Context: an optimization exercise on an open-source flow, tuned for small area, a short achievable clock period and few clock cycles. The choices shown serve that exercise and are no tape-out recipe. In this exercise RTL edits were held to simulation tests only and were not proved equivalent to the original. Power is estimated from default activity; no workload was simulated.

## cpu
module cpu(
    input clk,
    input rst,
    input [7:0] op_code,
    input [7:0] arg1,
    input [7:0] arg2,
    input [31:0] dataparams,
    output [15:0] dataindex,
    output [15:0] program_counter,
    output arr_trigger,
    output arr_write,
    output [15:0] arr_addr,
    output [31:0] arr_wdata,
    input [31:0] arr_rdata,
    input arr_done,
    output halted
);
Size: roughly 170 I/O pins.
export LEC_CHECK = 0
export ABC_CLOCK_PERIOD_IN_PS = 5000
export CAP_MARGIN = 35
export CORE_MARGIN = 2
export CORE_UTILIZATION = 40
export PLACE_DENSITY = 0.6
export SETUP_SLACK_MARGIN = 2
export SLEW_MARGIN = 35
create_clock -name core_clock -period 9.0 [get_ports {clk}]
standard.sh (not shown) runs the stock make flow with config.mk's settings and CLKGATE_MAP_FILE= SYNTH_SCRIPT=/design/flow/synth_recipe.tcl, a recipe that flattens the netlist after the stock synthesis.
==> flow/flow/run.sh <==
#!/bin/bash
# Standard layout, with the port buffers made of plain buf cells instead of
# the delay-buffer cells buffer_ports picks by default.
set -euo pipefail
bash standard.sh BUFFER_PORTS_ARGS="-buffer_cell sky130_fd_sc_hd__buf_4" finish > standard.log 2>&1
Testbench counts at the start, summed over its fixed seeds: cycles 136,365.
==> next run, changes <==
--- a/flow/design.v
+++ b/flow/design.v
@@ -231,29 +231,54 @@
             OP_ISUB: alu = nt_sub[31:0];
             OP_ISHL: alu = shl;
             OP_ISHR: alu = shr;
             OP_IAND: alu = N & T;
             OP_IOR:  alu = N | T;
             default: alu = N ^ T;
         endcase
     end
-    wire [32:0] dsub1 = kadd32(N, ~T_r, 1'b1);
+    reg [32:0] M3;
+    wire [32:0] dsub1 = kadd32(N, ~T_r, 1'b1);                  
+    wire [32:0] dsubh = kadd32(N, ~{1'b0, T_r[31:1]}, 1'b1);    
+    wire [32:0] dsub3 = kadd32(N, ~M3[31:0], 1'b1);             
+    wire dgeh = dsubh[32];
     wire dge1 = dsub1[32];
-    wire [31:0] dr1 = dge1 ? dsub1[31:0] : N;
-    wire [31:0] dd1 = {1'b0, T_r[31:1]};
-    wire [32:0] dsub2 = kadd32(dr1, ~dd1, 1'b1);
-    wire dge2 = dsub2[32];
-    wire [31:0] dr2 = dge2 ? dsub2[31:0] : dr1;
-    wire [31:0] dd2 = {2'b00, T_r[31:2]};
+    wire dge3 = !M3[32] && dsub3[32];
     wire dtwo = (dcnt >= 6'd2);
-    wire [31:0] dr_n = dtwo ? dr2 : dr1;
-    wire [31:0] dd_n = dtwo ? dd2 : dd1;
-    wire [31:0] dq_n = dtwo ? {Q[29:0], dge1, dge2} : {Q[30:0], dge1};
+    reg [31:0] dr_n;
+    reg [1:0] ddig;
+    always @(*) begin
+        if (!dtwo) begin
+            ddig = {1'b0, dge1};
+            dr_n = dge1 ? dsub1[31:0] : N;
+        end else if (dge3) begin
+            ddig = 2'd3;
+            dr_n = dsub3[31:0];
+        end else if (dge1) begin
+            ddig = 2'd2;
+            dr_n = dsub1[31:0];
+        end else if (dgeh) begin
+            ddig = 2'd1;
+            dr_n = dsubh[31:0];
+        end else begin
+            ddig = 2'd0;
+            dr_n = N;
+        end
+    end
+    wire [31:0] dd_n = dtwo ? {2'b00, T_r[31:2]} : {1'b0, T_r[31:1]};
+    wire [31:0] dq_n = dtwo ? {Q[29:0], ddig} : {Q[30:0], ddig[0]};
     wire dlast = (dcnt <= 6'd2);
+    wire [32:0] m3_init = kadd32(shl, {1'b0, shl[31:1]}, 1'b0);
+    always @(posedge clk) begin
+        if (d_div && ph == 2'd1)
+            M3 <= m3_init;
+        else if (d_div && ph == 2'd2)
+            M3 <= {2'b00, M3[32:2]};
+    end
     reg [15:0] pc_ref;
     reg [1:0] st_n, ph_n;
     reg [31:0] T_n, N_n;
     reg [3:0] p_n;
     reg s_we;
     reg l_we;
     reg [4:0] l_wa;
     reg [31:0] l_wd;
Result:
- global-route usage is lower by 2.0 points
- clock power came out higher by 3.7%
- total power went up by 3.8%
- critical path depth falls by 10
- wire length decreases by 1.0%
- die area went up by 3.2%
- count of clock-buffer cells in the layout rises by 4
- register-to-register slack is worse by 0.52 ns
- setup slack is worse by 0.52 ns
- non-clock buffer count goes down by 71
- final area rises by 3.1%
- area after synthesis grows by 3.3%
Testbench counts after the change, summed over its fixed seeds: cycles 136,365.

==> afterwards: timing with drivers on the ports <==
In the flow no input, the clock included, has a driving cell. The finished layouts below were timed again as built, in two steps. Step 1 (the two cells are an assumption about what drives the block):
set clk [get_ports {clk}]
set_driving_cell -lib_cell sky130_fd_sc_hd__clkbuf_16 $clk
set_driving_cell -lib_cell sky130_fd_sc_hd__buf_2 [delete_from_list [all_inputs] $clk]
Step 2 times the ports against the registers' clock, not the clock port: input delays grow and output delays shrink by t, the midpoint of the rising clock arrivals with the driver on. Three values: no drivers, after step 1, after step 2; two values: the first two.
run	t (ns)	slack for setup (ns)	clock arrival spread, ns	slew at the worst register clock pin (ns)
the first run	1.040	1.944 / 1.944 / 1.192	0.093 / 0.093	0.09 / 0.09
the second run	1.032	1.426 / 1.426 / 0.888	0.094 / 0.095	0.09 / 0.09
After both steps setup and hold are still met in every run listed. The setup slack of the first run, which loses most, moves by 0.000 ns with the drivers and by -0.752 ns with both steps.
